Context: an optimization exercise on an open-source flow, tuned for small area and a short achievable clock period. The choices shown serve that exercise and are no tape-out recipe.
Only simulation tests tie the RTL to the original design; equivalence was not proved.
Power figures rest on the tool's default switching activity, not on a simulated workload.

## pe_array
module pe_array (
  input wire [3:0] sw_output_1,
  input wire [3:0] sw_output_2,
  input wire [3:0] sw_output_3,
  input wire [3:0] sw_output_4,
  input wire [3:0] sw_output_5,
  input wire [3:0] sw_output_6,
  input wire [3:0] sw_output_7,
  input wire [3:0] sw_output_8,
  input wire [3:0] sw_output_9,
  input wire [3:0] sw_output_10,
  input wire [3:0] sw_output_11,
  input wire [3:0] sw_output_12,
  input wire [3:0] sw_output_13,
  input wire [3:0] sw_output_14,
  input wire [3:0] sw_output_15,
  input wire [3:0] sw_output_16,
  input wire [3:0] sw_output_17,
  input wire [3:0] sw_output_18,
  input wire [3:0] sw_output_19,
  input wire [3:0] sw_output_20,
  input wire [3:0] sw_output_21,
  input wire [3:0] sw_output_22,
  input wire [3:0] sw_output_23,
  input wire [3:0] sw_output_24,
  input wire [3:0] sw_output_25,
  input wire [3:0] sw_output_26,
  input wire [3:0] sw_output_27,
  input wire [3:0] sw_output_28,
  input wire [3:0] sw_output_29,
  input wire [3:0] sw_output_30,
  input wire [3:0] sw_output_31,
  input wire [3:0] sw_output_32,
  input wire [3:0] sw_output_33,
  input wire [3:0] sw_output_34,
  input wire [3:0] sw_output_35,
  input wire [3:0] sw_output_36,
  input wire [3:0] sw_output_37,
  input wire [3:0] sw_output_38,
  input wire [3:0] sw_output_39,
  input wire [3:0] sw_output_40,
  input wire [3:0] sw_output_41,
  input wire [3:0] sw_output_42,
  input wire [3:0] sw_output_43,
  ...
Size in the first run: roughly 7900 cells after synthesis, ~92000 sq um of cells after synthesis.
clock: 4.5 ns
lec_check: 0
cap_margin: 20
core_margin: 2
core_utilization: 60
cts_cluster_diameter: 100
cts_cluster_size: 30
gpl_timing_driven: 0
setup_slack_margin: 2.15
slew_margin: 20
synth_hierarchical: 1
standard.sh (not shown) runs the stock make flow with config.mk's settings and CLKGATE_MAP_FILE= SYNTH_SCRIPT=/design/flow/synth_recipe.tcl, a recipe that flattens the netlist after the stock synthesis.
==> flow/flow/run.sh <==
#!/bin/bash
# Standard layout, with plain buffers (instead of delay cells) on the ports,
# and the enable and output pins kept together on one edge.
set -euo pipefail
bash standard.sh "BUFFER_PORTS_ARGS=-buffer_cell sky130_fd_sc_hd__buf_1" "IO_CONSTRAINTS=$PWD/flow/io.tcl" finish > standard_flow.log 2>&1
==> flow/flow/io.tcl <==
# keep the enable and the outputs together on one edge, the enable in the middle
set_io_pin_constraint -region right:* -group -order -pin_names {final_output_1[0] final_output_1[1] final_output_1[2] final_output_1[3] final_output_1[4] final_output_1[5] final_output_1[6] final_output_1[7] final_output_1[8] final_output_1[9] final_output_1[10] final_output_1[11] final_output_2[0] final_output_2[1] final_output_2[2] final_output_2[3] final_output_2[4] final_output_2[5] final_output_2[6] final_output_2[7] final_output_2[8] final_output_2[9] final_output_2[10] final_output_2[11] final_output_3[0] final_output_3[1] final_output_3[2] final_output_3[3] final_output_3[4] final_output_3[5] final_output_3[6] final_output_3[7] final_output_3[8] final_output_3[9] final_output_3[10] final_output_3[11] final_output_4[0] final_output_4[1] final_output_4[2] final_output_4[3] final_output_4[4] final_output_4[5] final_output_4[6] final_output_4[7] final_output_4[8] final_output_4[9] final_output_4[10] final_output_4[11] final_output_5[0] final_output_5[1] final_output_5[2] final_output_5[3] final_output_5[4] final_output_5[5] pe_array_enable final_output_5[6] final_output_5[7] final_output_5[8] final_output_5[9] final_output_5[10] final_output_5[11] final_output_6[0] final_output_6[1] final_output_6[2] final_output_6[3] final_output_6[4] final_output_6[5] final_output_6[6] final_output_6[7] final_output_6[8] final_output_6[9] final_output_6[10] final_output_6[11] final_output_7[0] final_output_7[1] final_output_7[2] final_output_7[3] final_output_7[4] final_output_7[5] final_output_7[6] final_output_7[7] final_output_7[8] final_output_7[9] final_output_7[10] final_output_7[11] final_output_8[0] final_output_8[1] final_output_8[2] final_output_8[3] final_output_8[4] final_output_8[5] final_output_8[6] final_output_8[7] final_output_8[8] final_output_8[9] final_output_8[10] final_output_8[11] final_output_9[0] final_output_9[1] final_output_9[2] final_output_9[3] final_output_9[4] final_output_9[5] final_output_9[6] final_output_9[7] final_output_9[8] final_output_9[9] final_output_9[10] final_output_9[11]}
Next try:
CORE_UTILIZATION = 70   (was 60)
GPL_TIMING_DRIVEN = default   (was 0)
Result: Register-to-register slack improves by 130 ps. Die area fell by 14%. First-iteration DRC count rose by 22%. Final area fell by 9.0%. Routed wire length fell by 3.5%. Sequential cell count stays the same. Via count fell by 7.1%. Sequential power is about the same. Hold slack degrades by 41 ps.

* * *

Another version of the RTL of pe_array (not shown whole).
Size in the first run: about 7000 cells after synthesis, roughly 760 I/O pins, roughly 93000 um2 of cells after synthesis.
==> flow/design.v (excerpt) <==
module pe_array (
  input wire [3:0] sw_output_1,
  input wire [3:0] sw_output_2,
  input wire [3:0] sw_output_3,
  input wire [3:0] sw_output_4,
  input wire [3:0] sw_output_5,
  input wire [3:0] sw_output_6,
  input wire [3:0] sw_output_7,
  input wire [3:0] sw_output_8,
  input wire [3:0] sw_output_9,
  input wire [3:0] sw_output_10,
  input wire [3:0] sw_output_11,
  input wire [3:0] sw_output_12,
  input wire [3:0] sw_output_13,
  input wire [3:0] sw_output_14,
  input wire [3:0] sw_output_15,
  input wire [3:0] sw_output_16,
  input wire [3:0] sw_output_17,
  input wire [3:0] sw_output_18,
  input wire [3:0] sw_output_19,
  input wire [3:0] sw_output_20,
  input wire [3:0] sw_output_21,
  input wire [3:0] sw_output_22,
  input wire [3:0] sw_output_23,
  input wire [3:0] sw_output_24,
  input wire [3:0] sw_output_25,
  input wire [3:0] sw_output_26,
  input wire [3:0] sw_output_27,
  input wire [3:0] sw_output_28,
  input wire [3:0] sw_output_29,
  input wire [3:0] sw_output_30,
  input wire [3:0] sw_output_31,
  input wire [3:0] sw_output_32,
  input wire [3:0] sw_output_33,
  input wire [3:0] sw_output_34,
  input wire [3:0] sw_output_35,
  input wire [3:0] sw_output_36,
  input wire [3:0] sw_output_37,
  input wire [3:0] sw_output_38,
  ...
==> flow/config.mk <==
export PLATFORM = sky130hd
export DESIGN_NAME = pe_array
export DESIGN_NICKNAME = pe_array
export VERILOG_FILES = /design/flow/design.v
export SDC_FILE = /design/flow/constraint.sdc
export NUM_CORES = 4
export LEC_CHECK = 0
export CAP_MARGIN = 20
export CORE_MARGIN = 2
export CORE_UTILIZATION = 60
export CTS_CLUSTER_DIAMETER = 100
export CTS_CLUSTER_SIZE = 30
export SETUP_SLACK_MARGIN = 2.2
export SLEW_MARGIN = 20
export SYNTH_HIERARCHICAL = 1
==> flow/constraint.sdc <==
create_clock -name core_clock -period 4.5 [get_ports {clk}]
set_input_delay 0.9000 -clock core_clock [delete_from_list [all_inputs] [get_ports {clk}]]
set_output_delay 0.9000 -clock core_clock [all_outputs]
set_load 0.01 [all_outputs]
==> flow/flow/run.sh <==
#!/bin/bash
# Standard layout, with plain buffers (instead of delay cells) on the ports.
set -euo pipefail
bash standard.sh "BUFFER_PORTS_ARGS=-buffer_cell sky130_fd_sc_hd__buf_2" finish > standard_flow.log 2>&1
The first run finished with timing, DRC and antenna clean.
Edit:
Settings changed: SETUP_SLACK_MARGIN 2.2 to 2.0.
Outcome:
- The new run ran to the end with no violations
- non-clock buffer count fell by 13
- worst setup slack hardly moves
- combinational power fell by a few percent
- final area fell slightly
- cell count stays flat
- worst hold slack hardly moves
- clock skew stays flat
- routed wire length fell slightly
- count of clock-buffer cells in the layout stays the same
- maximum frequency stays flat
- power fell slightly

[static timing again, ports no longer ideal]
No port has a modelled driver above. Below, the same layouts with a new extraction and two added sets of constraints.
Step 1 (the two cells are an assumption about what drives the block):
set clk [get_ports {clk}]
set_driving_cell -lib_cell sky130_fd_sc_hd__clkbuf_16 $clk
set_driving_cell -lib_cell sky130_fd_sc_hd__buf_2 [delete_from_list [all_inputs] $clk]
Step 2 also shifts input and output timing later by t, the mid clock arrival at the registers, as if the neighbouring blocks saw the same clock.
a / b / c = ideal ports / drivers / drivers and shift; a / b = the first two.
| run | t, ns | setup WS [ns] | worst hold slack (ns) | cell pins on the clock port's net |
|---|---|---|---|---|
| the first run of note 1 | 0.772 | 2.127 / 1.969 / 1.355 | 0.377 / 0.377 / 0.377 | 1 |
| the second run of note 1 | 0.762 | 2.187 / 2.078 / 1.418 | 0.336 / 0.336 / 0.336 | 1 |
| the first run of note 2 | 0.768 | 2.032 / 1.691 / 1.438 | 0.333 / 0.333 / 0.333 | 1 |
| the second run of note 2 | 0.766 | 2.033 / 1.897 / 1.352 | 0.334 / 0.334 / 0.334 | 1 |
After both steps every run listed still meets setup and hold. For the first run of note 1, which loses most, drivers alone change the setup slack by -0.158 ns; drivers and shift together by -0.772 ns.
